From an optimization exercise on the open Yosys and OpenROAD flow, aimed at small area; shortcuts taken in it are not production practice. The RTL was checked by simulation tests, not by an equivalence proof against the original design. Power and IR drop assume default switching activity.

===== flow/config.mk =====
export PLATFORM = sky130hd
export DESIGN_NAME = hdlc
export DESIGN_NICKNAME = hdlc
export VERILOG_FILES = /design/flow/design.v
export SDC_FILE = /design/flow/constraint.sdc
export NUM_CORES = 4
export LEC_CHECK = 0
export CAP_MARGIN = 10
export CORE_MARGIN = 2
export CORE_UTILIZATION = 60
export GPL_TIMING_DRIVEN = 0
export PLACE_DENSITY = 0.8
export SLEW_MARGIN = 10
export SYNTH_HIERARCHICAL = 1
export SYNTH_MINIMUM_KEEP_SIZE = 0

===== flow/constraint.sdc =====
create_clock -name core_clock -period 10.0 [get_ports {CLK_I}]
set_input_delay 2.0000 -clock core_clock [delete_from_list [all_inputs] [get_ports {CLK_I}]]
set_output_delay 2.0000 -clock core_clock [all_outputs]
set_load 0.01 [all_outputs]

===== flow/design.v =====
module hdlc_rd3 (
  input  [2:0] s,
  input  [7:0] d0, d1, d2,
  output [7:0] y
);
  assign y = ~((d0 & {8{s[0]}}) | (d1 & {8{s[1]}}) | (d2 & {8{s[2]}}));
endmodule
module hdlc_rd1 (
  input        s,
  input  [7:0] d0,
  output [7:0] y
);
  assign y = ~(d0 & {8{s}});
endmodule
module hdlc_wsel (
  input        WR,
  input        WR_n,    
  input  [7:0] rd,
  input  [7:0] Data_In,
  output [7:0] wd
);
  assign wd = (rd & {8{WR}}) | (Data_In & {8{WR_n}});
endmodule
module hdlc_spmem #(
  parameter DEPTH       = 128,
  parameter DEFAULT_OUT = 1'b1
) (
  input            clk,
  input            rst,
  input      [6:0] add,
  input      [7:0] Data_In,
  output reg [7:0] Data_Out,
  input            WR
);
  localparam NG = (DEPTH + 2) / 3;
  reg  [7:0]      used;             
  wire [3*NG-1:0] sel;              
  wire [8*3*NG-1:0] q;              
  wire [8*NG-1:0] y;                
  reg  [7:0]      rd;
  integer i;
  localparam NW = 4;
  wire [8*NW-1:0] wd;
  genvar g;
  generate
    for (g = 0; g < 3*NG; g = g + 1) begin : row
      if (g < DEPTH) begin : m
        reg [7:0] data;
        assign sel[g] = (add == g);
        always @(posedge clk)
          if (sel[g]) data <= wd[8*(g*NW/DEPTH) +: 8];
        assign q[8*g +: 8] = data;
      end else begin : e
        assign sel[g] = 1'b0;
        assign q[8*g +: 8] = 8'h00;
      end
    end
    for (g = 0; g < NW; g = g + 1) begin : wsel
      hdlc_wsel ws (.WR(WR), .WR_n(!WR), .rd(rd), .Data_In(Data_In), .wd(wd[8*g +: 8]));
    end
    for (g = 0; g < NG; g = g + 1) begin : grp
      if (DEPTH - 3*g >= 2) begin : s3
        hdlc_rd3 rd3 (.s(sel[3*g +: 3]), .d0(q[8*(3*g) +: 8]), .d1(q[8*(3*g+1) +: 8]),
                      .d2(q[8*(3*g+2) +: 8]), .y(y[8*g +: 8]));
      end else begin : s1
        hdlc_rd1 rd1 (.s(sel[3*g]), .d0(q[8*(3*g) +: 8]), .y(y[8*g +: 8]));
      end
    end
  endgenerate
  always @(*) begin
    rd = 8'h00;
    for (i = 0; i < NG; i = i + 1)
      rd = rd | ~y[8*i +: 8];
  end
  always @(posedge clk or posedge rst)
    if (rst)
      used <= 8'd0;
    else if (!WR && ({1'b0, add} == used))
      used <= used + 1'b1;
  always @(posedge clk) begin
    if (!WR)
      Data_Out <= {8{DEFAULT_OUT}};
    else if ({1'b0, add} < used)
      Data_Out <= rd;
    else
      Data_Out <= 8'h00;
  end
endmodule
module hdlc #(
  parameter FCS_TYPE  = 2,
  parameter ADD_WIDTH = 7
) (
  output reg    Tx,
  input         Rx,
  input         TxClkEn,
  input         RxClkEn,
  input         TxEN,
  input         RxEn,
  input         RST_I,
  input         CLK_I,
  input  [2:0]  ADR_I,
  output reg [31:0] DAT_O,
  input  [31:0] DAT_I,
  input         WE_I,
  input         STB_I,
  output reg    ACK_O,
  input         CYC_I,
  output        RTY_O,
  output reg    TAG0_O,
  output reg    TAG1_O
);
  localparam [6:0] MAX_ADDRESS = 7'h7F;
  assign RTY_O = 1'b0;
  reg        ack_0, ack_1, ack_2, ack_3, ack_4;
  reg  [4:1] DATO_0;    
  reg  [4:1] DATO_2;    
  reg [31:0] DATO_3;
  reg  [6:0] DATO_4;
  reg        en_0, en_1, en_2, en_3, en_4;
  reg  [2:0] wb_counter;
  reg        rst_count;
  reg        TxEnable, TxAbort, TxFCSen;
  reg  [7:0] TxDataInBuff;
  reg        Txwr;
  reg        RxRd;
  wire       TxDone, Tx_Full, Tx_AbortedTrans_D2;
  wire [6:0] Rx_FrameSize;
  wire       RxRdy_int, Rx_Buff_Overflow, Rx_FrameError_D2, Rx_FCSerr, Rx_AbortSignal_D2;
  wire [7:0] RxDataBuffOut;
  reg        rd3_acc;    
  reg  [7:0] DAT_O_lo;
  always @(*) DAT_O = {DATO_3[31:8] & {24{rd3_acc}}, DAT_O_lo};
  always @(posedge CLK_I) begin
    case (ADR_I)
      3'b000:  DAT_O_lo <= {3'b000, DATO_0[4:1], TAG0_O};
      3'b010:  DAT_O_lo <= {3'b000, DATO_2[4:1], TAG1_O};
      3'b011:  DAT_O_lo <= DATO_3[7:0];
      3'b100:  DAT_O_lo <= {1'b0, DATO_4};
      default: DAT_O_lo <= 8'h00;
    endcase
  end
  always @(posedge CLK_I) begin
    if (RST_I) begin
      ACK_O     <= 1'b0;
      rd3_acc   <= 1'b0;
      TAG0_O    <= 1'b0;
      TAG1_O    <= 1'b0;
      en_0      <= 1'b0;
      en_1      <= 1'b0;
      en_2      <= 1'b0;
      en_3      <= 1'b0;
      en_4      <= 1'b0;
      rst_count <= 1'b1;
    end else begin
      TAG0_O  <= TxDone;
      TAG1_O  <= RxRdy_int;
      rd3_acc <= CYC_I && STB_I && (ADR_I == 3'b011);
      if (CYC_I && STB_I) begin
        case (ADR_I)
          3'b000: begin
            ACK_O <= ack_0;
            en_0 <= 1'b1; en_1 <= 1'b0; en_2 <= 1'b0; en_3 <= 1'b0; en_4 <= 1'b0;
            rst_count <= 1'b1;
          end
          3'b001: begin
            ACK_O <= ack_1;
            en_0 <= 1'b0; en_1 <= !ack_1; en_2 <= 1'b0; en_3 <= 1'b0; en_4 <= 1'b0;
            rst_count <= (wb_counter == 3'd4);
          end
          3'b010: begin
            ACK_O <= ack_2;
            en_0 <= 1'b0; en_1 <= 1'b0; en_2 <= 1'b1; en_3 <= 1'b0; en_4 <= 1'b0;
          end
          3'b011: begin
            ACK_O <= ack_3;
            en_0 <= 1'b0; en_1 <= 1'b0; en_2 <= 1'b0; en_3 <= !ack_3; en_4 <= 1'b0;
            rst_count <= (wb_counter == 3'd7);
          end
          3'b100: begin
            ACK_O <= ack_4;
            en_0 <= 1'b0; en_1 <= 1'b0; en_2 <= 1'b0; en_3 <= 1'b0; en_4 <= 1'b1;
          end
          default: begin
            ACK_O <= 1'b1;
            en_0 <= 1'b0; en_1 <= 1'b0; en_2 <= 1'b0; en_3 <= 1'b0; en_4 <= 1'b0;
          end
        endcase
      end else begin
        ACK_O <= 1'b0;
        en_0 <= 1'b0; en_1 <= 1'b0; en_2 <= 1'b0; en_3 <= 1'b0; en_4 <= 1'b0;
      end
    end
  end
  always @(posedge CLK_I) DATO_0[4:1] <= {Tx_Full, Tx_AbortedTrans_D2, 2'b00};
  always @(posedge CLK_I) begin
    if (RST_I) begin
      ack_0    <= 1'b0;
      TxEnable <= 1'b0;
      TxAbort  <= 1'b0;
      TxFCSen  <= 1'b1;
    end else begin
      ack_0  <= en_0;
      if (en_0 && WE_I) begin
        TxEnable <= DAT_I[1];
        TxAbort  <= DAT_I[2];
        TxFCSen  <= DAT_I[5];
      end
    end
  end
  always @(posedge CLK_I) TxDataInBuff <= DAT_I[8*wb_counter[1:0] +: 8];
  always @(posedge CLK_I) begin
    if (RST_I) begin
      ack_1 <= 1'b0;
      Txwr  <= 1'b0;
    end else begin
      Txwr  <= WE_I && en_1 && !wb_counter[2];
      ack_1 <= WE_I && en_1 && (wb_counter == 3'd3);
    end
  end
  always @(posedge CLK_I) DATO_2[4:1] <= {Rx_Buff_Overflow, Rx_AbortSignal_D2, Rx_FrameError_D2, Rx_FCSerr};
  always @(posedge CLK_I) begin
    if (RST_I) ack_2 <= 1'b0;
    else       ack_2 <= en_2;
  end
  always @(posedge CLK_I) begin
    if (en_3 && !WE_I && (wb_counter != 3'd0) && (wb_counter <= 3'd5))
      DATO_3 <= {RxDataBuffOut, DATO_3[31:8]};
    else if (!ack_3)
      DATO_3 <= 32'h0;
  end
  always @(posedge CLK_I) begin
    if (RST_I) begin
      ack_3 <= 1'b0;
      RxRd  <= 1'b0;
    end else begin
      RxRd  <= en_3 && !WE_I && (wb_counter <= 3'd2);
      ack_3 <= en_3 && !WE_I && (wb_counter == 3'd5);
    end
  end
  always @(posedge CLK_I) DATO_4 <= Rx_FrameSize;
  always @(posedge CLK_I) begin
    if (RST_I) ack_4 <= 1'b0;
    else       ack_4 <= en_4;
  end
  always @(posedge CLK_I) begin
    if (rst_count)             wb_counter <= 3'd0;
    else if (en_1 || en_3)     wb_counter <= wb_counter + 3'd1;
    else                       wb_counter <= 3'd0;
  end
  wire       Tx_rdy_D1;            
  wire       Tx_AbortedTrans_D1;   
  reg        Tx_WriteByte_D2;      
  reg        Tx_ValidFrame_D2;     
  reg  [7:0] TXD;                  
  reg ts_rdy_ff, Tx_rdy_D2, ts_wr_ff, Tx_WriteByte_D1, ts_ack_i, ts_ack_ff, Tx_ack;
  reg ts_af_ff, Tx_AbortFrame_D1, ts_vf_ff, Tx_ValidFrame_D1, ts_at_ff;
  reg Tx_AbortedTrans_D2_r;
  assign Tx_AbortedTrans_D2 = Tx_AbortedTrans_D2_r;
  always @(posedge CLK_I or posedge RST_I)
    if (RST_I) begin
      ts_rdy_ff <= 1'b0; Tx_rdy_D2 <= 1'b0;
      ts_ack_ff <= 1'b0; Tx_ack <= 1'b0;
      ts_at_ff <= 1'b0; Tx_AbortedTrans_D2_r <= 1'b0;
    end else begin
      Tx_rdy_D2 <= ts_rdy_ff; ts_rdy_ff <= Tx_rdy_D1;
      Tx_ack <= ts_ack_ff; ts_ack_ff <= ts_ack_i;
      Tx_AbortedTrans_D2_r <= ts_at_ff; ts_at_ff <= Tx_AbortedTrans_D1;
    end
  always @(posedge CLK_I or posedge RST_I)
    if (RST_I) begin
      ts_wr_ff <= 1'b0; Tx_WriteByte_D1 <= 1'b0; ts_ack_i <= 1'b0;
      ts_af_ff <= 1'b0; Tx_AbortFrame_D1 <= 1'b0;
      ts_vf_ff <= 1'b0; Tx_ValidFrame_D1 <= 1'b0;
    end else if (TxClkEn) begin
      ts_ack_i <= ts_wr_ff; Tx_WriteByte_D1 <= ts_wr_ff; ts_wr_ff <= Tx_WriteByte_D2;
      Tx_AbortFrame_D1 <= ts_af_ff; ts_af_ff <= TxAbort;
      Tx_ValidFrame_D1 <= ts_vf_ff; ts_vf_ff <= Tx_ValidFrame_D2;
    end
  localparam TB_IDLE = 2'd0, TB_WRITE = 2'd1, TB_READ = 2'd2;
  reg  [1:0] tb_p_state, tb_n_state;
  reg  [6:0] tb_FrameSize, tb_Count;
  reg        tb_WR_i, tb_load_FrSize, tb_en_Count, tb_rst_count;
  reg        TxDataAvail, tb_TxDone;
  reg        Tx_RdBuff;    
  wire [7:0] TxDataOutBuff;
  assign TxDone  = tb_TxDone;
  assign Tx_Full = (tb_Count == MAX_ADDRESS);
  always @(posedge CLK_I or posedge RST_I)
    if (RST_I)             tb_Count <= 7'd0;
    else if (tb_rst_count) tb_Count <= 7'd0;
    else if (tb_en_Count)  tb_Count <= tb_Count + 1'b1;
  always @(posedge CLK_I)
    if (tb_load_FrSize) tb_FrameSize <= tb_Count;
  always @(posedge CLK_I or posedge RST_I)
    if (RST_I) tb_p_state <= TB_IDLE;
    else       tb_p_state <= tb_n_state;
  always @(*) begin
    case (tb_p_state)
      TB_IDLE: begin
        tb_TxDone      = 1'b1;
        TxDataAvail    = 1'b0;
        tb_load_FrSize = 1'b0;
        tb_WR_i        = !Txwr;
        if (Txwr) begin
          tb_n_state   = TB_WRITE;
          tb_en_Count  = 1'b1;
          tb_rst_count = 1'b0;
        end else begin
          tb_n_state   = TB_IDLE;
          tb_en_Count  = 1'b0;
          tb_rst_count = 1'b1;
        end
      end
      TB_WRITE: begin
        tb_TxDone   = 1'b0;
        TxDataAvail = 1'b0;
        tb_WR_i     = !Txwr;
        tb_en_Count = Txwr;
        if (TxEnable || (tb_Count == MAX_ADDRESS)) begin
          tb_n_state     = TB_READ;
          tb_load_FrSize = 1'b1;
          tb_rst_count   = 1'b1;
        end else begin
          tb_n_state     = TB_WRITE;
          tb_load_FrSize = 1'b0;
          tb_rst_count   = 1'b0;
        end
      end
      TB_READ: begin
        tb_WR_i        = 1'b1;
        tb_en_Count    = Tx_RdBuff;
        tb_load_FrSize = 1'b0;
        TxDataAvail    = 1'b1;
        if (tb_Count == tb_FrameSize) begin
          tb_TxDone    = 1'b1;
          tb_n_state   = TB_IDLE;
          tb_rst_count = 1'b1;
        end else begin
          tb_TxDone    = 1'b0;
          tb_n_state   = TB_READ;
          tb_rst_count = 1'b0;
        end
      end
      default: begin
        tb_WR_i        = 1'b1;
        tb_en_Count    = 1'b0;
        tb_load_FrSize = 1'b0;
        TxDataAvail    = 1'b0;
        tb_TxDone      = 1'b0;
        tb_rst_count   = 1'b1;
        tb_n_state     = tb_p_state;
      end
    endcase
  end
  hdlc_spmem #(.DEPTH(128), .DEFAULT_OUT(1'b0)) TxMem (
    .clk(CLK_I), .rst(RST_I), .add(tb_Count), .Data_In(TxDataInBuff),
    .Data_Out(TxDataOutBuff), .WR(tb_WR_i));
  localparam TF_IDLE = 4'd0, TF_READ = 4'd1, TF_WRITE = 4'd2, TF_WAIT = 4'd3,
             TF_SETZ1 = 4'd4, TF_WRITEZ1 = 4'd5, TF_SETZ2 = 4'd6, TF_WAIT2 = 4'd7,
             TF_WAIT_STATE1 = 4'd8, TF_WAIT_STATE2 = 4'd9, TF_WAIT_STATE3 = 4'd10;
  reg [15:0] tf_FCS;
  reg [3:0]  tf_state;
  wire [15:0] tf_crc      = crc16_d8((tf_state == TF_READ) ? TxDataOutBuff : 8'hFF, tf_FCS);
  wire [15:0] tf_crc_data = tf_crc;
  wire [15:0] tf_crc_ones = tf_crc;
  reg [15:0] tf_FCS_n;
  reg [7:0]  TXD_n;
  always @(*) begin
    tf_FCS_n = tf_FCS;
    TXD_n    = TXD;
    case (tf_state)
      TF_IDLE: begin
        tf_FCS_n = 16'hFFFF;
        TXD_n    = 8'h00;
      end
      TF_READ: begin
        tf_FCS_n = tf_crc_data;
        TXD_n    = TxDataOutBuff;
      end
      TF_WAIT: begin
        if (TxDataAvail) begin
          TXD_n = TxDataOutBuff;
        end else begin
          TXD_n    = 8'hFF;
          tf_FCS_n = TxFCSen ? tf_crc_ones : 16'hFFFF;
        end
      end
      TF_SETZ1: begin
        tf_FCS_n = tf_crc_ones;
        TXD_n    = 8'hFF;
      end
      TF_SETZ2: begin
        if (Tx_rdy_D2)
          TXD_n = ~{tf_FCS[8], tf_FCS[9], tf_FCS[10], tf_FCS[11],
                    tf_FCS[12], tf_FCS[13], tf_FCS[14], tf_FCS[15]};
        else
          TXD_n = 8'hFF;
      end
      TF_WAIT2: begin
        if (Tx_rdy_D2)
          TXD_n = ~{tf_FCS[0], tf_FCS[1], tf_FCS[2], tf_FCS[3],
                    tf_FCS[4], tf_FCS[5], tf_FCS[6], tf_FCS[7]};
        else
          TXD_n = 8'hFF;
      end
      default: ;
    endcase
  end
  always @(posedge CLK_I) begin
    tf_FCS <= tf_FCS_n;
    TXD    <= TXD_n;
  end
  always @(posedge CLK_I or posedge RST_I) begin
    if (RST_I) begin
      Tx_ValidFrame_D2 <= 1'b0;
      Tx_WriteByte_D2  <= 1'b0;
      Tx_RdBuff        <= 1'b0;
      tf_state         <= TF_IDLE;
    end else begin
      case (tf_state)
        TF_IDLE: begin
          Tx_ValidFrame_D2 <= TxDataAvail;
          Tx_WriteByte_D2  <= 1'b0;
          if (Tx_rdy_D2) begin
            tf_state  <= TF_READ;
            Tx_RdBuff <= 1'b1;
          end else begin
            tf_state  <= TF_IDLE;
            Tx_RdBuff <= 1'b0;
          end
        end
        TF_READ: begin
          Tx_ValidFrame_D2 <= 1'b1;
          Tx_WriteByte_D2  <= 1'b1;
          Tx_RdBuff        <= 1'b0;
          tf_state         <= TF_WAIT_STATE1;
        end
        TF_WAIT_STATE1: begin
          if (!Tx_rdy_D2) tf_state <= TF_WAIT;
        end
        TF_WAIT: begin
          Tx_ValidFrame_D2 <= 1'b1;
          Tx_WriteByte_D2  <= 1'b0;
          if (TxDataAvail) begin
            if (Tx_rdy_D2) begin
              Tx_RdBuff <= 1'b1;
              tf_state  <= TF_READ;
            end else begin
              Tx_RdBuff <= 1'b0;
              tf_state  <= TF_WAIT;
            end
          end else begin
            Tx_RdBuff <= 1'b0;
            if (TxFCSen) begin
              tf_state <= TF_SETZ1;
            end else begin
              tf_state <= TF_IDLE;
            end
          end
        end
        TF_SETZ1: begin
          Tx_ValidFrame_D2 <= 1'b1;
          Tx_WriteByte_D2  <= 1'b0;
          Tx_RdBuff        <= 1'b0;
          tf_state         <= TF_SETZ2;
        end
        TF_SETZ2: begin
          Tx_ValidFrame_D2 <= 1'b1;
          Tx_RdBuff        <= 1'b0;
          if (Tx_rdy_D2) begin
            Tx_WriteByte_D2 <= 1'b1;
            tf_state <= TF_WAIT_STATE2;
          end else begin
            Tx_WriteByte_D2 <= 1'b0;
            tf_state        <= TF_SETZ2;
          end
        end
        TF_WAIT_STATE2: begin
          if (!Tx_rdy_D2) tf_state <= TF_WAIT2;
        end
        TF_WAIT2: begin
          Tx_ValidFrame_D2 <= 1'b1;
          Tx_RdBuff        <= 1'b0;
          if (Tx_rdy_D2) begin
            Tx_WriteByte_D2 <= 1'b1;
            tf_state <= TF_WAIT_STATE3;
          end else begin
            Tx_WriteByte_D2 <= 1'b0;
            tf_state        <= TF_WAIT2;
          end
        end
        TF_WAIT_STATE3: begin
          if (!Tx_rdy_D2) tf_state <= TF_IDLE;
        end
        default: ;
      endcase
    end
  end
  reg [3:0] tc_a_counter;
  reg       tc_a_state;
  reg [2:0] tc_f_state;
  reg [4:0] tc_f_counter;
  reg       tc_enable;        
  reg       tc_BackendEnable, tc_Frame, tc_AbortTrans;
  reg       zi_inProgress;
  always @(posedge CLK_I or posedge RST_I) begin
    if (RST_I) begin
      tc_AbortTrans <= 1'b0;
      tc_a_counter  <= 4'd0;
      tc_enable     <= 1'b1;
      tc_a_state    <= 1'b0;
    end else if (TxClkEn) begin
      if (TxEN) begin
        case (tc_a_state)
          1'b0: begin
            if (Tx_AbortedTrans_D1 || Tx_AbortFrame_D1) begin
              tc_a_state   <= 1'b1;
              tc_a_counter <= 4'd0;
            end
            tc_AbortTrans <= 1'b0;
          end
          1'b1: begin
            if (tc_a_counter == 4'd8) begin
              tc_a_counter <= 4'd0;
              if (!Tx_AbortedTrans_D1 && !Tx_AbortFrame_D1) begin
                tc_a_state    <= 1'b0;
                tc_AbortTrans <= 1'b0;
              end else begin
                tc_AbortTrans <= 1'b1;
              end
            end else begin
              tc_a_counter <= tc_a_counter + 4'd1;
            end
          end
        endcase
      end
      tc_enable <= TxEN;
    end
  end
  always @(posedge CLK_I or posedge RST_I) begin
    if (RST_I) begin
      tc_Frame         <= 1'b0;
      tc_f_state       <= 3'b000;
      tc_f_counter     <= 5'd0;
      tc_BackendEnable <= 1'b0;
    end else if (TxClkEn && TxEN) begin
      case (tc_f_state)
        3'b000: begin
          tc_Frame <= 1'b0;
          if (Tx_ValidFrame_D1) begin
            tc_f_state       <= 3'b001;
            tc_BackendEnable <= 1'b1;
          end else begin
            tc_BackendEnable <= 1'b0;
          end
          tc_f_counter <= 5'd0;
        end
        3'b001: begin
          if (tc_f_counter > 5'd1 && !zi_inProgress) begin
            tc_f_state <= 3'b010;
            tc_Frame   <= 1'b1;
          end else begin
            tc_Frame <= 1'b0;
          end
          if (!zi_inProgress) tc_f_counter <= tc_f_counter + 5'd1;
          tc_BackendEnable <= 1'b1;
        end
        3'b010: begin
          tc_Frame <= 1'b1;
          if (!Tx_ValidFrame_D1) begin
            tc_f_state       <= 3'b011;
            tc_BackendEnable <= 1'b0;
          end else begin
            tc_BackendEnable <= 1'b1;
          end
          tc_f_counter <= 5'd0;
        end
        3'b011: begin
          if (tc_f_counter > 5'd2 && !zi_inProgress) tc_f_state <= 3'b100;
          tc_Frame <= 1'b1;
          if (!zi_inProgress) tc_f_counter <= tc_f_counter + 5'd1;
          tc_BackendEnable <= 1'b0;
        end
        3'b100: begin
          if (tc_f_counter == 5'd10) begin
            tc_f_counter <= 5'd0;
            tc_f_state   <= 3'b000;
            tc_Frame     <= 1'b0;
          end else begin
            tc_f_counter <= tc_f_counter + 5'd1;
            tc_Frame     <= 1'b1;
          end
          tc_BackendEnable <= 1'b0;
        end
        default: ;
      endcase
    end
  end
  reg [7:0]  zi_data_reg;
  reg        zi_flag, zi_delay_TX, zi_TXD;
  reg [15:0] zi_tmp_reg;
  reg [3:0]  zi_counter;
  reg        zi_b_state, zi_rdy, zi_abortedTrans;
  reg [15:0] zi_tmp_n;
  reg [3:0]  zi_cnt_n;
  reg        zi_ones;
  assign Tx_rdy_D1          = zi_rdy;
  assign Tx_AbortedTrans_D1 = zi_abortedTrans;
  always @(posedge CLK_I or posedge RST_I) begin
    if (RST_I) begin
      zi_tmp_reg    <= 16'h0000;
      zi_counter    <= 4'd0;
      zi_flag       <= 1'b1;
      zi_TXD        <= 1'b1;
      zi_delay_TX   <= 1'b1;
      zi_inProgress <= 1'b0;
    end else if (TxClkEn && TxEN) begin
      zi_ones = &zi_tmp_reg[4:0];
      zi_delay_TX <= zi_tmp_reg[0];
      zi_TXD      <= zi_delay_TX;
      zi_tmp_n = zi_tmp_reg;
      zi_cnt_n = zi_counter;
      if (zi_ones) begin
        zi_tmp_n[4:0] = {1'b0, zi_tmp_reg[4:1]};
      end else begin
        zi_tmp_n = {1'b0, zi_tmp_reg[15:1]};
        zi_cnt_n = zi_counter + 4'd1;
      end
      if (zi_cnt_n == 4'd8) begin
        zi_cnt_n = 4'd0;
        zi_flag       <= 1'b1;
        zi_inProgress <= 1'b0;
        zi_tmp_n[15:8] = zi_data_reg;
      end else begin
        zi_inProgress <= 1'b1;
        zi_flag       <= 1'b0;
      end
      zi_tmp_reg <= zi_tmp_n;
      zi_counter <= zi_cnt_n;
    end
  end
  always @(posedge CLK_I or posedge RST_I) begin
    if (RST_I) begin
      zi_b_state      <= 1'b0;
      zi_data_reg     <= 8'h00;
      zi_rdy          <= 1'b0;
      zi_abortedTrans <= 1'b0;
    end else if (TxClkEn && TxEN) begin
      if (tc_BackendEnable) begin
        case (zi_b_state)
          1'b0: begin
            if (zi_flag) begin
              zi_b_state  <= 1'b1;
              zi_rdy      <= 1'b1;
              zi_data_reg <= 8'h00;
            end
          end
          1'b1: begin
            if (Tx_WriteByte_D1) begin
              zi_b_state  <= 1'b0;
              zi_rdy      <= 1'b0;
              zi_data_reg <= TXD;
            end else if (zi_flag) begin
              zi_b_state      <= 1'b0;
              zi_rdy          <= 1'b0;
              zi_data_reg     <= 8'h00;
              zi_abortedTrans <= 1'b1;
            end
          end
        endcase
      end else begin
        zi_rdy          <= 1'b0;
        zi_b_state      <= 1'b0;
        zi_abortedTrans <= 1'b0;
      end
    end
  end
  reg [7:0] fi_transmit_reg;
  reg       fi_state;
  always @(posedge CLK_I or posedge RST_I) begin
    if (RST_I) begin
      fi_transmit_reg <= 8'hFF;
      fi_state        <= 1'b0;
      Tx              <= 1'b1;
    end else if (TxClkEn) begin
      if (TxEN) begin
        case (fi_state)
          1'b0: begin
            Tx <= fi_transmit_reg[0];
            if (tc_Frame && !tc_AbortTrans) begin
              fi_state        <= 1'b1;
              fi_transmit_reg <= 8'b01111110;
            end else begin
              fi_transmit_reg <= {1'b1, fi_transmit_reg[7:1]};
            end
          end
          1'b1: begin
            Tx <= fi_transmit_reg[0];
            if (tc_AbortTrans) begin
              fi_transmit_reg <= 8'b11111110;
              fi_state        <= 1'b0;
            end else if (!tc_Frame) begin
              fi_transmit_reg <= 8'b01111110;
              fi_state        <= 1'b0;
            end else begin
              fi_transmit_reg <= {zi_TXD, fi_transmit_reg[7:1]};
            end
          end
        endcase
      end else begin
        Tx <= 1'b1;
      end
    end
  end
  reg       fd_FlagDetect, fd_Abort, fd_RXD, fd_RXEn_O;
  reg [7:0] fd_ShiftReg, fd_Enable_Reg;
  always @(posedge CLK_I or posedge RST_I) begin
    if (RST_I) begin
      fd_FlagDetect <= 1'b0;
      fd_Abort      <= 1'b0;
      fd_RXD        <= 1'b0;
      fd_ShiftReg   <= 8'h00;
      fd_RXEn_O     <= 1'b1;
      fd_Enable_Reg <= 8'hFF;
    end else if (RxClkEn) begin
      fd_FlagDetect <= !fd_ShiftReg[0] && (&fd_ShiftReg[6:1]) && !fd_ShiftReg[7];
      fd_Abort      <= !fd_ShiftReg[0] && (&fd_ShiftReg[7:1]);
      fd_ShiftReg   <= {Rx, fd_ShiftReg[7:1]};
      fd_RXD        <= fd_ShiftReg[0];
      fd_RXEn_O     <= fd_Enable_Reg[0];
      fd_Enable_Reg <= {RxEn, fd_Enable_Reg[7:1]};
    end
  end
  reg [2:0] rc_counter, rc_FlagCounter;
  reg       rc_FrameStatus, rc_FlagInit;
  reg [7:0] rc_FrameStatusReg;
  reg       rc_enable, rc_initzero, Rx_ValidFrame_D1, Rx_FrameError_D1, Rx_AbortSignal_D1;
  reg [2:0] rc_fc_n;
  reg       rc_fs_n, rc_fi_n;
  reg       zd_aval;
  always @(posedge CLK_I or posedge RST_I) begin
    if (RST_I) begin
      rc_enable         <= 1'b0;
      rc_FrameStatus    <= 1'b0;
      Rx_ValidFrame_D1  <= 1'b0;
      Rx_AbortSignal_D1 <= 1'b0;
      rc_counter        <= 3'd0;
      rc_FlagInit       <= 1'b0;
      rc_initzero       <= 1'b0;
      rc_FrameStatusReg <= 8'h00;
      Rx_FrameError_D1  <= 1'b0;
      rc_FlagCounter    <= 3'd0;
    end else if (RxClkEn) begin
      rc_fc_n = rc_FlagCounter;
      rc_fs_n = rc_FrameStatus;
      rc_fi_n = rc_FlagInit;
      if (fd_FlagDetect) begin
        rc_fi_n = 1'b1;
        rc_fs_n = 1'b0;
        rc_fc_n = 3'd0;
        Rx_AbortSignal_D1 <= 1'b0;
      end
      if (rc_fi_n) begin
        if (rc_fc_n == 3'd7) begin
          rc_fs_n = 1'b1;
          rc_fc_n = 3'd0;
          rc_initzero <= 1'b1;
          rc_fi_n = 1'b0;
        end else begin
          rc_fc_n = rc_fc_n + 3'd1;
          rc_initzero <= 1'b0;
        end
      end else begin
        rc_initzero <= 1'b0;
      end
      if (fd_Abort) begin
        rc_fs_n = 1'b0;
        Rx_AbortSignal_D1 <= 1'b1;
      end
      Rx_ValidFrame_D1  <= rc_FrameStatusReg[0];
      rc_FrameStatusReg <= {rc_fs_n, rc_FrameStatusReg[7:1]};
      if (fd_RXEn_O) begin
        if (rc_fs_n) begin
          if (zd_aval) begin
            rc_enable        <= 1'b1;
            rc_counter       <= 3'd0;
            Rx_FrameError_D1 <= 1'b0;
          end else begin
            if (rc_counter == 3'd5) begin
              rc_enable        <= 1'b0;
              rc_counter       <= 3'd0;
              Rx_FrameError_D1 <= 1'b1;
            end else begin
              rc_enable        <= 1'b1;
              rc_counter       <= rc_counter + 3'd1;
              Rx_FrameError_D1 <= 1'b0;
            end
          end
        end else begin
          Rx_FrameError_D1 <= 1'b0;
          rc_enable        <= 1'b0;
        end
      end else begin
        Rx_FrameError_D1 <= 1'b0;
        rc_enable        <= 1'b0;
      end
      rc_FlagCounter <= rc_fc_n;
      rc_FrameStatus <= rc_fs_n;
      rc_FlagInit    <= rc_fi_n;
    end
  end
  reg [7:0] zd_DataRegister, zd_tempRegister, RxD;
  reg       zd_flag, zd_status, zd_rdy_var, Rx_rdy_D1;
  reg [2:0] zd_counter;
  reg [5:0] zd_checkreg;
  reg [2:0] zd_cnt_n;
  reg [5:0] zd_cr_n;
  reg       zd_zd, zd_st_n, zd_rv_n;
  reg       Rx_Readbyte_D1;
  wire [2:0] zd_cnt_cur     = rc_initzero ? 3'd0 : zd_counter;
  wire [5:0] zd_checkreg_n  = rc_initzero ? {fd_RXD, 5'b00000} : {fd_RXD, zd_checkreg[5:1]};
  reg  [7:0] zd_tr_cur;
  always @(*) begin
    zd_tr_cur = zd_tempRegister;
    zd_tr_cur[zd_cnt_cur] = fd_RXD;
  end
  always @(posedge CLK_I or posedge RST_I) begin
    if (RST_I) begin
      zd_counter      <= 3'd0;
      zd_flag         <= 1'b0;
      zd_checkreg     <= 6'd0;
    end else if (RxClkEn && rc_enable) begin
      zd_cnt_n = zd_counter;
      if (!rc_initzero) begin
        zd_cr_n = {fd_RXD, zd_checkreg[5:1]};
      end else begin
        zd_cr_n = {fd_RXD, 5'b00000};
        zd_cnt_n = 3'd0;
      end
      zd_zd = !zd_cr_n[5] && (&zd_cr_n[4:0]);
      if (zd_zd) begin
        zd_flag <= 1'b0;
      end else begin
        if (zd_cnt_n == 3'd7) begin
          zd_cnt_n = 3'd0;
          zd_flag <= 1'b1;
        end else begin
          zd_cnt_n = zd_cnt_n + 3'd1;
          zd_flag <= 1'b0;
        end
      end
      zd_counter      <= zd_cnt_n;
      zd_checkreg     <= zd_cr_n;
    end
  end
  always @(posedge CLK_I)
    if (RxClkEn && rc_enable) begin
      zd_tempRegister <= zd_tr_cur;
      if (!(!zd_checkreg_n[5] && (&zd_checkreg_n[4:0])) && (zd_cnt_cur == 3'd7))
        zd_DataRegister <= zd_tr_cur;
    end
  always @(posedge CLK_I)
    if (RxClkEn && rc_enable && zd_flag) RxD <= zd_DataRegister;
  always @(posedge CLK_I or posedge RST_I) begin
    if (RST_I) begin
      zd_status  <= 1'b0;
      zd_aval    <= 1'b1;
      zd_rdy_var <= 1'b0;
      Rx_rdy_D1  <= 1'b0;
    end else if (RxClkEn) begin
      zd_st_n = zd_status;
      zd_rv_n = zd_rdy_var;
      if (rc_enable && zd_flag) begin
        zd_st_n = 1'b1;
        zd_rv_n = 1'b1;
      end
      if (Rx_Readbyte_D1) begin
        zd_st_n = 1'b0;
        zd_rv_n = 1'b0;
      end
      Rx_rdy_D1 <= zd_rv_n;
      if (!Rx_ValidFrame_D1) zd_aval <= 1'b1;
      else                   zd_aval <= !zd_st_n;
      zd_status  <= zd_st_n;
      zd_rdy_var <= zd_rv_n;
    end
  end
  reg rs_rdy_ff, Rx_rdy_D2, rs_rd_ff, rs_vf_ff, Rx_ValidFrame_D2, rs_ab_ff, rs_fe_ff;
  reg Rx_AbortSignal_D2_r, Rx_FrameError_D2_r;
  reg Rx_Readbyte_D2;    
  assign Rx_AbortSignal_D2 = Rx_AbortSignal_D2_r;
  assign Rx_FrameError_D2  = Rx_FrameError_D2_r;
  always @(posedge CLK_I or posedge RST_I)
    if (RST_I) begin
      rs_rdy_ff <= 1'b0; Rx_rdy_D2 <= 1'b0;
      rs_vf_ff <= 1'b0; Rx_ValidFrame_D2 <= 1'b0;
      rs_ab_ff <= 1'b0; Rx_AbortSignal_D2_r <= 1'b0;
      rs_fe_ff <= 1'b0; Rx_FrameError_D2_r <= 1'b0;
    end else begin
      Rx_rdy_D2 <= rs_rdy_ff; rs_rdy_ff <= Rx_rdy_D1;
      Rx_ValidFrame_D2 <= rs_vf_ff; rs_vf_ff <= Rx_ValidFrame_D1;
      Rx_AbortSignal_D2_r <= rs_ab_ff; rs_ab_ff <= Rx_AbortSignal_D1;
      Rx_FrameError_D2_r <= rs_fe_ff; rs_fe_ff <= Rx_FrameError_D1;
    end
  always @(posedge CLK_I or posedge RST_I)
    if (RST_I) begin
      rs_rd_ff <= 1'b0; Rx_Readbyte_D1 <= 1'b0;
    end else if (RxClkEn) begin
      Rx_Readbyte_D1 <= rs_rd_ff; rs_rd_ff <= Rx_Readbyte_D2;
    end
  localparam RF_IDLE = 2'd0, RF_RUN = 2'd1, RF_READ = 2'd2, RF_EOF = 2'd3;
  reg [1:0]  rf_p_state, rf_n_state;
  reg [15:0] rf_FCS, rf_FCS_value;
  reg        rf_WrBuff_i, rf_EOF_i, rf_FCSerr;
  reg [7:0]  Rx_DataBuff;
  reg        Rx_WrBuff, Rx_EOF;
  wire [15:0] rf_crc_next = crc16_d8(RxD, rf_FCS);
  assign Rx_FCSerr = rf_FCSerr;
  always @(posedge CLK_I) begin
    rf_FCS      <= rf_FCS_value;
    Rx_DataBuff <= RxD;
  end
  always @(posedge CLK_I or posedge RST_I) begin
    if (RST_I) begin
      rf_p_state  <= RF_IDLE;
      Rx_WrBuff   <= 1'b0;
      Rx_EOF      <= 1'b0;
    end else begin
      rf_p_state  <= rf_n_state;
      Rx_WrBuff   <= rf_WrBuff_i;
      Rx_EOF      <= rf_EOF_i;
    end
  end
  always @(*) begin
    case (rf_p_state)
      RF_IDLE: begin
        rf_FCSerr      = 1'b0;
        rf_WrBuff_i    = 1'b0;
        rf_FCS_value   = 16'hFFFF;
        Rx_Readbyte_D2 = 1'b0;
        rf_EOF_i       = 1'b0;
        rf_n_state     = Rx_ValidFrame_D2 ? RF_RUN : RF_IDLE;
      end
      RF_RUN: begin
        rf_FCSerr      = 1'b0;
        rf_WrBuff_i    = 1'b0;
        Rx_Readbyte_D2 = 1'b0;
        rf_FCS_value   = rf_FCS;
        if (Rx_ValidFrame_D2) begin
          rf_EOF_i   = 1'b0;
          rf_n_state = Rx_rdy_D2 ? RF_READ : RF_RUN;
        end else begin
          rf_n_state = RF_EOF;
          rf_EOF_i   = 1'b1;
        end
      end
      RF_EOF: begin
        rf_n_state     = RF_IDLE;
        Rx_Readbyte_D2 = 1'b0;
        rf_WrBuff_i    = 1'b0;
        rf_FCSerr      = TxFCSen && (rf_FCS != 16'h1D0F);
        rf_FCS_value   = 16'hFFFF;
        rf_EOF_i       = 1'b0;
      end
      default: begin   
        rf_FCSerr = 1'b0;
        rf_EOF_i  = 1'b0;
        if (Rx_rdy_D2) begin
          rf_n_state     = RF_READ;
          rf_FCS_value   = rf_FCS;
          rf_WrBuff_i    = 1'b0;
          Rx_Readbyte_D2 = 1'b1;
        end else begin
          rf_n_state     = RF_RUN;
          rf_FCS_value   = rf_crc_next;
          rf_WrBuff_i    = 1'b1;
          Rx_Readbyte_D2 = 1'b0;
        end
      end
    endcase
  end
  localparam RB_IDLE = 2'd0, RB_WRITE = 2'd1, RB_READ = 2'd2;
  reg  [6:0] rb_Count, rb_FrameSize;
  reg  [1:0] rb_p_state, rb_n_state;
  reg        rb_load_FrSize, rb_en_Count, rb_rst_count, rb_WR_i;
  reg        rb_Overflow_i, rb_RxRdy_i, rb_Overflow, rb_RxRdy;
  assign Rx_FrameSize     = rb_FrameSize;
  assign RxRdy_int        = rb_RxRdy;
  assign Rx_Buff_Overflow = rb_Overflow;
  always @(posedge CLK_I or posedge RST_I)
    if (RST_I)             rb_Count <= 7'd0;
    else if (rb_rst_count) rb_Count <= 7'd0;
    else if (rb_en_Count)  rb_Count <= rb_Count + 1'b1;
  always @(posedge CLK_I or posedge RST_I)
    if (RST_I)               rb_FrameSize <= 7'd0;
    else if (rb_load_FrSize) rb_FrameSize <= rb_Count - FCS_TYPE;
  always @(posedge CLK_I or posedge RST_I)
    if (RST_I) begin
      rb_p_state  <= RB_IDLE;
      rb_Overflow <= 1'b0;
      rb_RxRdy    <= 1'b0;
    end else begin
      rb_p_state  <= rb_n_state;
      rb_Overflow <= rb_Overflow_i;
      rb_RxRdy    <= rb_RxRdy_i;
    end
  always @(*) begin
    case (rb_p_state)
      RB_WRITE: begin
        rb_Overflow_i = (rb_Count == MAX_ADDRESS);
        rb_WR_i       = !Rx_WrBuff;
        rb_en_Count   = Rx_WrBuff;
        if (Rx_EOF || (rb_Count == MAX_ADDRESS)) begin
          rb_RxRdy_i     = 1'b1;
          rb_n_state     = RB_READ;
          rb_load_FrSize = 1'b1;
          rb_rst_count   = 1'b1;
        end else begin
          rb_RxRdy_i     = 1'b0;
          rb_n_state     = RB_WRITE;
          rb_load_FrSize = 1'b0;
          rb_rst_count   = 1'b0;
        end
      end
      RB_READ: begin
        rb_WR_i        = 1'b1;
        rb_en_Count    = RxRd;
        rb_load_FrSize = 1'b0;
        if (rb_Count == rb_FrameSize) begin
          rb_Overflow_i = 1'b0;
          rb_RxRdy_i    = 1'b0;
          rb_n_state    = RB_IDLE;
          rb_rst_count  = 1'b1;
        end else begin
          if (Rx_WrBuff) begin
            rb_Overflow_i = 1'b1;
            rb_n_state    = RB_WRITE;
            rb_rst_count  = 1'b1;
          end else begin
            rb_Overflow_i = 1'b0;
            rb_n_state    = RB_READ;
            rb_rst_count  = 1'b0;
          end
          rb_RxRdy_i = 1'b1;
        end
      end
      default: begin   
        rb_RxRdy_i     = 1'b0;
        rb_load_FrSize = 1'b0;
        rb_WR_i        = !Rx_WrBuff;
        rb_Overflow_i  = 1'b0;
        if (Rx_WrBuff) begin
          rb_n_state   = RB_WRITE;
          rb_en_Count  = 1'b1;
          rb_rst_count = 1'b0;
        end else begin
          rb_n_state   = RB_IDLE;
          rb_en_Count  = 1'b0;
          rb_rst_count = 1'b1;
        end
      end
    endcase
  end
  hdlc_spmem #(.DEPTH(127), .DEFAULT_OUT(1'b1)) RxMem (
    .clk(CLK_I), .rst(RST_I), .add(rb_Count), .Data_In(Rx_DataBuff),
    .Data_Out(RxDataBuffOut), .WR(rb_WR_i));
  function [15:0] crc16_d8(input [7:0] D, input [15:0] C);
    begin
      crc16_d8[0]  = D[4] ^ D[0] ^ C[8]  ^ C[12];
      crc16_d8[1]  = D[5] ^ D[1] ^ C[9]  ^ C[13];
      crc16_d8[2]  = D[6] ^ D[2] ^ C[10] ^ C[14];
      crc16_d8[3]  = D[7] ^ D[3] ^ C[11] ^ C[15];
      crc16_d8[4]  = D[4] ^ C[12];
      crc16_d8[5]  = D[5] ^ D[4] ^ D[0] ^ C[8] ^ C[12] ^ C[13];
      crc16_d8[6]  = D[6] ^ D[5] ^ D[1] ^ C[9] ^ C[13] ^ C[14];
      crc16_d8[7]  = D[7] ^ D[6] ^ D[2] ^ C[10] ^ C[14] ^ C[15];
      crc16_d8[8]  = D[7] ^ D[3] ^ C[0] ^ C[11] ^ C[15];
      crc16_d8[9]  = D[4] ^ C[1] ^ C[12];
      crc16_d8[10] = D[5] ^ C[2] ^ C[13];
      crc16_d8[11] = D[6] ^ C[3] ^ C[14];
      crc16_d8[12] = D[7] ^ D[4] ^ D[0] ^ C[4] ^ C[8] ^ C[12] ^ C[15];
      crc16_d8[13] = D[5] ^ D[1] ^ C[5] ^ C[9] ^ C[13];
      crc16_d8[14] = D[6] ^ D[2] ^ C[6] ^ C[10] ^ C[14];
      crc16_d8[15] = D[7] ^ D[3] ^ C[7] ^ C[11] ^ C[15];
    end
  endfunction
endmodule

===== flow/flow/run.sh =====
#!/bin/bash
# The standard layout (standard.sh, with the standard synthesis), with
# three knobs changed through make variables:
#  - the buffers that synthesis (ABC) inserted are removed at floorplan, so
#    that the resizer buffers only the nets that need it;
#  - ports are buffered with the smallest buffer;
#  - the clock tree uses clkbuf_16 sink clusters of up to 26 flip-flops
#    within 80 um, and no dummy loads.
# The make output goes to flow_make.log; each ORFS step writes its own log
# under orfs/logs/.
set -euo pipefail
cd "$(dirname "$0")/.."
bash standard.sh \
  REMOVE_ABC_BUFFERS=1 \
  "BUFFER_PORTS_ARGS=-buffer_cell sky130_fd_sc_hd__buf_1" \
  "CTS_ARGS=-sink_clustering_enable -repair_clock_nets -sink_clustering_size 26 -sink_clustering_max_diameter 80 -buf_list sky130_fd_sc_hd__clkbuf_16 -dont_use_dummy_load" \
  finish > flow_make.log 2>&1

===== flow/standard.sh =====
#!/bin/bash
# synth_recipe.tcl (not shown) runs the flow's synth.tcl, then flattens the netlist and writes it again
# the make line also repeats each setting of config.mk as NAME=value (left out here)
make -C /OpenROAD-flow-scripts/flow DESIGN_CONFIG=/design/flow/config.mk WORK_HOME=/design/flow/orfs CLKGATE_MAP_FILE= SYNTH_SCRIPT=/design/flow/synth_recipe.tcl "${@:-finish}"

==> results of run 1 <==
-- Yosys stat by module, one instance, submodules excluded, a selection --
module / area (µm²) / copies in the design / cells inside / flip-flops and latches
hdlc: 14600 / 1 / 1275 / 334
hdlc_wsel: 92.6 / 8 / 10 / 0
hdlc_rd3: 90.1 / 85 / 10 / 0
hdlc_rd1: 35.0 / 1 / 9 / 0
-- cells in the mapped netlist, types with 8 or more instances --
library cell  count
a21oi_1          57
a222oi_1        680
a22o_1           81
a31oi_1           8
and2_1           58
and3_1           14
buf_2            13
buf_6            27
clkbuf_1         51
clkbuf_2        170
dfrtp_1         165
dfstp_2          22
dfxtp_1          76
edfxtp_1       2143
ha_1             50
inv_1            77
mux2_2           46
mux4_2            9
nand2_1         188
nand2b_1         28
nand3_1          71
nand3b_1         10
nand4_1         176
nor2_1          333
nor2b_1          29
nor3_1           34
nor3b_1          10
nor4_1           40
o21ai_0          72
o21bai_1          8
o22ai_1          10
o31ai_1          16
or3_1            13
xnor2_1          54
xor2_1           39
-- cell families (layout without fill, tap and decap cells) --
family | count (synthesis) | after routing | share of synthesized area [%]
and+or+nand+nor | 1039 | 1039 | 5.91
AOI/OAI and AO/OA | 991 | 991 | 10.1
other | 2 | 13 | 0.00845
DFF | 2406 | 2406 | 79.5
xor gates and xnor gates | 96 | 96 | 0.979
adders and majority gates | 50 | 50 | 0.704
buffers and inverters | 345 | 303 | 1.95
muxes | 62 | 62 | 0.890
-- layout make-up --
type,count,area [µm²],area share (%)
Antenna cell,3,7.51,0.00802
Clock buffer,107,2680,2.86
Inverter,77,297,0.317
Multi-Input combinational cell,2248,16900,18.1
Sequential cell,2406,70600,75.4
Tap cell,1930,2410,2.58
Timing Repair Buffer,119,711,0.759
-- placed cells by master, fill, tap and decap left out, types with 40 or more instances in the layout --
cell type and n:
a21oi_1 55, a222oi_1 680, a22o_1 65, and2_1 58, buf_1 79, clkbuf_16 107
dfrtp_1 165, dfxtp_1 76, edfxtp_1 2143, ha_1 50, inv_1 76, mux2_2 46
nand2_1 187, nand3_1 71, nand4_1 176, nor2_1 207, nor2_2 129, nor4_1 40
o21ai_0 70, xnor2_1 54
-- where the power goes --
group	switching (W)	internal, W	total, W	leakage (nW)
Clock	0.00282	0.00191	0.00472	1.32
Combinational	0.00176	0.000629	0.00239	5.94
Sequential	0.000348	0.0123	0.0126	19.9
-- stage by stage --
step                hold WS (ns)  std cells  worst slack (ns)  power [W]
floorplan                  0.324       4731              3.18     0.0142
global placement           0.326       6741             0.446     0.0150
detailed placement         0.327       6749              4.35     0.0152
CTS                        0.286       6856              4.26     0.0197
global route               0.296       6887              3.92     0.0203
finish                     0.278       6890              4.04     0.0197
-- path summary, 6_finish.rpt --
check	start	to	cells after the start
max	tb_Count[3]	TxMem.row[55].m.data[2]	8
min	ts_rdy_ff	Tx_rdy_D2	0
max reg2reg	tb_Count[3]	TxMem.row[55].m.data[2]	8
min reg2reg	ts_rdy_ff	Tx_rdy_D2	0
max in group asynchronous	RST_I	fd_Enable_Reg[2]	3
min in group asynchronous	RST_I	RxMem.used[0]	2
-- layer usage --
| layer | GRT usage [%] | part of all wire, % |
|---|---|---|
| met2 | 38.7 | 47 |
| met1 | 34.9 | 38 |
| met4 | 8.86 | 3.8 |
| met5 | 0 | 0.0052 |
| met3 | 5.19 | 12 |
==> results.toml, run 1 <==
[outcome]
status = "timing/DRC/antenna clean"

[die]
die_y_um = 389
dieArea_mm2 = 0.151
rows = 141
die_w_um = 389
start_util_pct = 60.3
core-area_mm2 = 0.147
num_io_pins = 82

[worst_setup_path]
worstSetupPathType = "reg -> reg"
ff2ff_setup_slack_ns = 4.04
slowest_stage = "nor4_1"
path_max_fanout = 32
cp.buffers_inverters = 0
critPathMaxStageDelay_ns = 1.00
crit_path_cell_trace = "nor2_1, nand3_1, nor2_1, a222oi_1, nand4_1, nor4_1, nand3_1, a22o_1"
path_delay_family = "simple AND/OR/NAND/NOR gates"
arrival_ns = 6.19
crit_path_start_kind = "flop"
critPathRequiredTime_ns = 10.23
end_kind = "flop"

[global_routing]
grt_max_degree = 99
grt_pass1_wl_mm = 284
grt_util_all_layers_pct = 24.7
grt_overflow = 0
grt_pass1_vias = 45600
antenna_found_initial = 5

[placement]
place_congestion = 0.864
port_buffers = 80
placed_cell_area_mm2 = 0.0903
place_hpwl_mm = 120

[drt]
vias = 48600
avgRoutedWirePerCell_um = 27.8
drc = 0
drtPass1Iterations = 9
ant_nets = 0
drt-initial-drc-count = 8733
routed_wl_mm = 192
vias_per_cell = 7.06

[final_layout]
syn2layout_area_growth_pct = 5.39
top_register = "TxMem.row.m.data"
reg.largest.list = "TxMem.row.m.data (1024), RxMem.row.m.data (1016), DATO_3 (32)"
fin_util_pct = 63.5
stdcell_area_mm2 = 0.0936
nets = 5054
largest_reg_flops = 1024
drive_gt1_share_pct = 7.99
fill_cells = 9540

[timing]
fin_crit_ns = 5.96
timing.fmax_mhz = 168
setup-tns-final_ns = 0
rsz0062_at_grt = "false"
fin_skew_ns = 0.141
fin_crit_sh_pct = 59.6
worst_pin_slew_ns = 1.32
hold_viol = 0
report.final.slew_viol_count = 0
setup_violations = 0
maxSlewHeadroom_pct = 12.3

[logic_synthesis]
async_flop_share_pct = 7.77
syn_inst = 4991
yosys.area.top_type_share_pct = 72.4
synthesis.area_mm2 = 0.0888
yosys-top-cells-area = "edfxtp_1 (72%), a222oi_1 (7.7%), dfrtp_1 (4.6%)"
synth_flop_cell = "edfxtp_1"
postSynthAreaPerCell_um2 = 17.8
ys_seq_area_share_pct = 79.5
yosysTopAreaCell = "edfxtp_1"
synth_cell_types = 82
synth_edf_count = 2143
yosysWarnings = 9
ys_ff_latch = 2406

[clock_network]
ctsHoldBuffers = 0
cts_root_buf = "clkbuf_16"
clock_latency_ns = 0.79
clkTransAtPathRegs_ns = 0.10
htree_levels = 3
cts.sinks = 2406
cts_tree = "done"
cts_setup_buffers = 0
numCtsBuffers = 107
cts_resized = 0
clock_path_buffers = 3

[power_and_ir_drop]
p_per_area_mw_per_mm2 = 211
p_leak_nw = 27.1
vdd_ir_drop_max_mv = 0.282

[min_path]
min_path_type = "reg -> reg"

[run]
cap_violations = 0
==> inputs of run 2 (changes only) <==
==> flow/flow/run.sh (replaced) <==
#!/bin/bash
# The standard layout (standard.sh, with the standard synthesis), with
# three knobs changed through make variables:
#  - the buffers that synthesis (ABC) inserted are removed at floorplan, so
#    that the resizer buffers only the nets that need it;
#  - ports are buffered with the smallest buffer;
#  - the clock tree uses clkbuf_16 sink clusters of up to 28 flip-flops
#    within 90 um, and no dummy loads.
# The make output goes to flow_make.log; each ORFS step writes its own log
# under orfs/logs/.
set -euo pipefail
cd "$(dirname "$0")/.."
bash standard.sh \
  REMOVE_ABC_BUFFERS=1 \
  "BUFFER_PORTS_ARGS=-buffer_cell sky130_fd_sc_hd__buf_1" \
  "CTS_ARGS=-sink_clustering_enable -repair_clock_nets -sink_clustering_size 28 -sink_clustering_max_diameter 90 -buf_list sky130_fd_sc_hd__clkbuf_16 -dont_use_dummy_load" \
  finish > flow_make.log 2>&1
--- a/flow/config.mk
+++ b/flow/config.mk
@@ -6,10 +6,10 @@
 export NUM_CORES = 4
 export LEC_CHECK = 0
-export CAP_MARGIN = 10
+export CAP_MARGIN = 5
 export CORE_MARGIN = 2
 export CORE_UTILIZATION = 60
 export GPL_TIMING_DRIVEN = 0
 export PLACE_DENSITY = 0.8
-export SLEW_MARGIN = 10
+export SLEW_MARGIN = 5
 export SYNTH_HIERARCHICAL = 1
 export SYNTH_MINIMUM_KEEP_SIZE = 0
==> results.toml, run 2 <==
[drt]
ant_nets = 0
drc = 0
drt-initial-drc-count = 8692
vias_per_cell = 7.05
vias = 48400
routed_wl_mm = 191
drtPass1Iterations = 12
avgRoutedWirePerCell_um = 27.8

[timing]
setup-tns-final_ns = 0
fin_crit_sh_pct = 60.5
report.final.slew_viol_count = 0
fin_skew_ns = 0.130
worst_pin_slew_ns = 1.37
setup_violations = 0
timing.fmax_mhz = 165
maxSlewHeadroom_pct = 8.28
fin_crit_ns = 6.05
hold_viol = 0
rsz0062_at_grt = "false"

[run]
cap_violations = 0

[power_and_ir_drop]
vdd_ir_drop_max_mv = 0.337
p_per_area_mw_per_mm2 = 210
p_leak_nw = 26.9

[logic_synthesis]
synth.most_common_cell = "edfxtp_1"
yosys-top-cells-area = "edfxtp_1 (72%), a222oi_1 (7.7%), dfrtp_1 (4.6%)"
yosys.area.top_type_share_pct = 72.4
postSynthAreaPerCell_um2 = 17.8
yosys-top-cells-count = "edfxtp_1 (2,143), a222oi_1 (680), nor2_1 (333)"
synthesis.area_mm2 = 0.0888
synth_flop_cell = "edfxtp_1"
async_flop_share_pct = 7.77
yosysTopAreaCell = "edfxtp_1"
syn_inst = 4991
ys_ff_latch = 2406
yosysWarnings = 9
ys_seq_area_share_pct = 79.5
synth_edf_count = 2143
synth_cell_types = 82

[worst_setup_path]
worstSetupPathType = "reg -> reg"
path_max_fanout = 32
end_kind = "flop"
arrival_ns = 6.27
critPathRequiredTime_ns = 10.22
crit_path_start_kind = "flop"

[final_layout]
syn2layout_area_growth_pct = 4.61
largest_reg_flops = 1024
drive_gt1_share_pct = 5.36
reg.largest.list = "TxMem.row.m.data (1024), RxMem.row.m.data (1016), DATO_3 (32)"
layout_commonest_cell = "edfxtp_1"
nets = 5023
final_cell_mix = "edfxtp_1 (2,143), a222oi_1 (680), nor2_1 (296)"
stdcell_area_mm2 = 0.0929
top_register = "TxMem.row.m.data"

[global_routing]
grt_max_degree = 99
antenna_found_initial = 6
grt_pass1_vias = 45200
grt_util_all_layers_pct = 24.6
grt_overflow = 0
grt_pass1_wl_mm = 282

[clock_network]
cts_resized = 0
htree_levels = 3
clock_path_buffers = 3
cts_root_buf = "clkbuf_16"
cts_setup_buffers = 0
ctsHoldBuffers = 0
cts.sinks = 2406
clkTransAtPathRegs_ns = 0.10
cts_tree = "done"
clock_latency_ns = 0.79
numCtsBuffers = 97

[min_path]
min_path_type = "reg -> reg"

[placement]
placed_cell_area_mm2 = 0.0903
port_buffers = 80
place_hpwl_mm = 120
place_congestion = 0.864

[die]
dieArea_mm2 = 0.151
num_io_pins = 82
core-area_mm2 = 0.147
start_util_pct = 60.3
die_y_um = 389
rows = 141
die_w_um = 389

[outcome]
status = "timing/DRC/antenna clean"
-- run 2: cell counts after synthesis --
Identical to the previous run, type by type.
-- run 2: metal layers --
metal	up-vias	routed length (µm)	global-route usage (%)
li1	20700	-	-
met1	24500	72100	35.2
met2	2784	89000	38.2
met4	6	6910	8.65
met3	371	22400	5.03
met5	-	74	0
-- run 2: area by class of cell --
class                      count  area, µm²
antenna                        3       7.51
sequential                  2406      70600
tap                         1930       2410
clock buffer                  97       2430
multi-input combinational   2248      16700
timing repair buffer          98        513
inverter                      77        297
fill                        9595      54400
-- run 2: path summary, 6_finish.rpt --
path	slack, ns	start	cells after the start	end
min in group asynchronous	1.72	RST_I	2	RxMem.used[2]
max in group asynchronous	7.15	RST_I	3	fd_Enable_Reg[1]
worst max-delay path	3.95	tb_Count[3]	8	TxMem.row[55].m.data[2]
worst max register to register	3.95	tb_Count[3]	8	TxMem.row[55].m.data[2]
worst min-delay path	0.35	Rx_FrameError_D2_r	0	DATO_2[2]
worst min register to register	0.35	Rx_FrameError_D2_r	0	DATO_2[2]
-- run 2: where the power goes --
part           internal (W)  switching [W]  total [W]
sequential           0.0123       0.000346     0.0126
combinational      0.000611        0.00175    0.00236
clock               0.00174        0.00277    0.00451
-- run 2: cells by family after synthesis --
family / share of synthesized area [%]
DFF: 79.5
and+or+nand+nor: 5.91
AOI/OAI and AO/OA: 10.1
buffers and inverters: 1.95
xor gates and xnor gates: 0.979
muxes: 0.890
adders and majority gates: 0.704
other: 0.00845
-- run 2: Yosys stat by module, one instance, submodules excluded, excerpt --
module,copies in the design,cells inside,cell area (µm²),flops+latches
hdlc_rd3,85,10,90.1,0
hdlc,1,1275,14600,334
hdlc_rd1,1,9,35.0,0
hdlc_wsel,8,10,92.6,0
-- run 2: through the flow --
stage	util (%)	setup WS (ns)	total power [W]	instances	hold WS, ns
after floorplan	-	3.18	0.0142	4731	0.324
after global placement	61.2	0.446	0.0150	6741	0.326
after detailed placement	61.3	4.26	0.0152	6746	0.327
after CTS	62.9	4.18	0.0195	6843	0.353
after global routing	63.1	3.97	0.0201	6856	0.361
final	63.1	3.95	0.0195	6859	0.353
-- run 2: worst max-delay path, cell delays in order, from the launching register on --
cell and delay (ns):
dfrtp_1 0.68, nor2_1 0.20, nand2_1 0.80, nor2_1 0.53
a222oi_1 0.58, nand4_1 0.32, nor4_1 0.98, nand3_1 0.56
a22o_1 0.78
==> inputs of run 3 (changes only) <==
--- a/flow/design.v
+++ b/flow/design.v
@@ -6,11 +6,4 @@
   assign y = ~((d0 & {8{s[0]}}) | (d1 & {8{s[1]}}) | (d2 & {8{s[2]}}));
 endmodule
-module hdlc_rd1 (
-  input        s,
-  input  [7:0] d0,
-  output [7:0] y
-);
-  assign y = ~(d0 & {8{s}});
-endmodule
 module hdlc_wsel (
   input        WR,
@@ -60,10 +53,6 @@
     end
     for (g = 0; g < NG; g = g + 1) begin : grp
-      if (DEPTH - 3*g >= 2) begin : s3
-        hdlc_rd3 rd3 (.s(sel[3*g +: 3]), .d0(q[8*(3*g) +: 8]), .d1(q[8*(3*g+1) +: 8]),
-                      .d2(q[8*(3*g+2) +: 8]), .y(y[8*g +: 8]));
-      end else begin : s1
-        hdlc_rd1 rd1 (.s(sel[3*g]), .d0(q[8*(3*g) +: 8]), .y(y[8*g +: 8]));
-      end
+      hdlc_rd3 rd3 (.s(sel[3*g +: 3]), .d0(q[8*(3*g) +: 8]), .d1(q[8*(3*g+1) +: 8]),
+                    .d2(q[8*(3*g+2) +: 8]), .y(y[8*g +: 8]));
     end
   endgenerate
==> results.toml, run 3 <==
[outcome]
status = "timing/DRC/antenna clean"

[worst_setup_path]
slowest_stage = "nor4_1"
path_delay_family = "simple AND/OR/NAND/NOR gates"
critPathRequiredTime_ns = 10.27
critPathMaxStageDelay_ns = 1.11
crit_path_start_kind = "flop"
worstSetupPathType = "reg -> reg"
arrival_ns = 6.48
r2r-start = "tb_Count[3]"
end_kind = "flop"
path_max_fanout = 32
crit_path_cell_trace = "nor2b_1, nand3_1, nor2_1, a222oi_1, nand4_1, nor4_1, nand3_1, a22o_1"
crit_top_cell = "nand3_1"
startpoint = "tb_Count[3]"
cp.buffers_inverters = 0

[timing]
timing.fmax_mhz = 161
fin_crit_ns = 6.21
maxSlewHeadroom_pct = 10.1
setup_slack_ns = 3.79
report.final.slew_viol_count = 0
rsz0062_at_grt = "false"
fin_crit_sh_pct = 62.1
setup-tns-final_ns = 0
worst_pin_slew_ns = 1.34
setup_violations = 0
fin_skew_ns = 0.115
hold_viol = 0

[min_path]
min_from = "rs_vf_ff"
min_path_type = "reg -> reg"

[power_and_ir_drop]
clockPowerShare_pct = 23.7
p_int_w = 0.0144
combPwrFrac_pct = 11.4
swShare_pct = 24.4
p_sw_w = 0.00466
p_per_area_mw_per_mm2 = 205
p_leak_nw = 26.6
vdd_ir_drop_max_mv = 0.225
pwr-share-seq_pct = 65.0

[global_routing]
grt_pass1_vias = 44900
antenna_found_initial = 4
grt_util_all_layers_pct = 24.5
grt_pass1_wl_mm = 281
grt_max_degree = 93
grt_overflow = 0

[drt]
avgRoutedWirePerCell_um = 27.6
vias = 48600
drt-initial-drc-count = 8522
wl_met1_mm = 74.6
routed_wl_mm = 191
drc = 0
top_layer = "met4"
route.met3.wl_mm = 23.2
drtPass1Iterations = 13
vias_per_cell = 7.05
dr_wl_met2_mm = 86.8
ant_nets = 0

[die]
start_util_pct = 60.3
dieArea_mm2 = 0.151
die_w_um = 389
core-area_mm2 = 0.147
die_y_um = 389
rows = 141
num_io_pins = 82

[clock_network]
clkTransAtPathRegs_ns = 0.10
ctsHoldBuffers = 0
cts_setup_buffers = 0
cts_root_buf = "clkbuf_16"
cts_tree = "done"
cts.sinks = 2406
numCtsBuffers = 98
clock_latency_ns = 0.78
clock_path_buffers = 3
cts_resized = 0
htree_levels = 3

[logic_synthesis]
async_flop_share_pct = 7.77
ys_ff_latch = 2406
postSynthAreaPerCell_um2 = 17.8
yosys-top-cells-count = "edfxtp_1 (2,143), a222oi_1 (688), nor2_1 (333)"
yosysWarnings = 9
syn_inst = 4993
synthesis.area_mm2 = 0.0889
yosys-top-cells-area = "edfxtp_1 (72%), a222oi_1 (7.7%), dfrtp_1 (4.6%)"
ys_seq_area_share_pct = 79.4
synth.most_common_cell = "edfxtp_1"
yosys.area.top_type_share_pct = 72.4
synth_flop_cell = "edfxtp_1"
synth_cell_types = 82
yosysTopAreaCell = "edfxtp_1"
synth_edf_count = 2143

[final_layout]
reg.largest.list = "TxMem.row.m.data (1024), RxMem.row.m.data (1016), DATO_3 (32)"
top_register = "TxMem.row.m.data"
final_cell_mix = "edfxtp_1 (2,143), a222oi_1 (688), nor2_1 (291)"
drive_gt1_share_pct = 5.75
layout_commonest_cell = "edfxtp_1"
nets = 5056
largest_reg_flops = 1024
syn2layout_area_growth_pct = 4.86

[placement]
place_hpwl_mm = 120
place_congestion = 0.882
dpl_worst_slack_ns = 4.20
port_buffers = 80

[run]
cap_violations = 0
-- run 3: changes by cell type after synthesis, sizes merged --
cell and change:
clkbuf +2, buf -1, nand2 -8, conb +1, a222oi +8
-- run 3: area by class of cell --
class / instances / area [µm²]
flip-flops and latches: 2406 / 70600
fillers: 9669 / 54300
multi-input cells: 2266 / 16800
clock buffers: 98 / 2450
well taps: 1930 / 2410
repair buffers: 112 / 641
inverters: 77 / 297
diodes: 4 / 10.0
-- run 3: metal layers --
metal / GRT usage [%] / vias up
met5: 0 / -
li1: - / 20800
met4: 7.53 / 0
met3: 4.76 / 324
met1: 37.1 / 24500
met2: 36.5 / 2962
-- run 3: kinds of logic (layout without fill, tap and decap cells) --
| family | count (synthesis) | in the layout | share of synthesized area (%) |
|---|---|---|---|
| AO/OA/AOI/OAI | 999 | 999 | 10.2 |
| XOR/XNOR | 96 | 96 | 0.978 |
| adder cells (fa/ha/maj) | 50 | 50 | 0.704 |
| buffers and inverters | 346 | 287 | 1.95 |
| flip-flops | 2406 | 2406 | 79.4 |
| multiplexers | 62 | 62 | 0.890 |
| other | 3 | 32 | 0.0127 |
| AND/OR/NAND/NOR | 1031 | 1031 | 5.87 |
-- run 3: worst paths after layout --
check	to	slack, ns	cells after the start
min	Rx_ValidFrame_D2	0.36	0
max	TxMem.row[100].m.data[4]	3.79	8
max reg2reg	TxMem.row[100].m.data[4]	3.79	8
min reg2reg	Rx_ValidFrame_D2	0.36	0
max in group asynchronous	zd_aval	7.20	3
min in group asynchronous	RxMem.used[2]	1.71	2
-- run 3: Yosys stat by module (local to each module, per instance), excerpt --
module     flops+latches  cell area (µm²)  cells  times used
hdlc_wsel              0             92.6     10           8
hdlc_rd3               0             90.1     10          86
hdlc                 334            14600   1275           1
-- run 3: through the flow --
stage | cells | area [µm²] | util (%) | total power, W | hold slack [ns]
detailed placement | 6766 | 90400 | 61.3 | 0.0148 | 0.341
global placement | 6759 | 90300 | 61.2 | 0.0146 | 0.327
global route | 6889 | 93200 | 63.2 | 0.0196 | 0.384
floorplan | 4749 | 87500 | - | 0.0139 | 0.324
finish | 6893 | 93200 | 63.2 | 0.0191 | 0.363
CTS | 6864 | 92900 | 63.0 | 0.0191 | 0.366
-- run 3: power by group through the flow --
stage          Sequential (W)  Combinational, W  Clock [W]
2_1_floorplan          0.0125           0.00139          0
3_3_place_gp           0.0126           0.00201          0
3_5_place_dp           0.0126           0.00215          0
4_1_cts                0.0124           0.00215    0.00452
5_1_grt                0.0125           0.00237    0.00482
6_report               0.0124           0.00217    0.00452

## afterwards: timing with drivers on the ports
Ports are ideal in the flow. The routed layouts listed here were re-timed in OpenROAD. Step 1, drivers: a clkbuf_16 drives CLK_I and a buf_2 each remaining input, both assumed. Step 2 moves the port delays by t, midway between the first and last clock arrival at a register: inputs arrive t later, outputs are due t later. That takes back most of the time a late clock gives input paths. Slacks: no drivers / after step 1 / after step 2; pairs: no drivers / after step 1.
run | t (ns) | setup WS [ns] | latest minus earliest clock arrival (ns) | worst slew at a driven data input, ns
run 1 | 0.810 | 4.044 / 4.044 / 4.044 | 0.151 / 0.151 | 0.05
run 2 | 0.808 | 3.953 / 3.953 / 3.953 | 0.130 / 0.130 | 0.05
run 3 | 0.808 | 3.795 / 3.795 / 3.795 | 0.126 / 0.126 | 0.07
After both steps setup and hold are still met in every run listed.
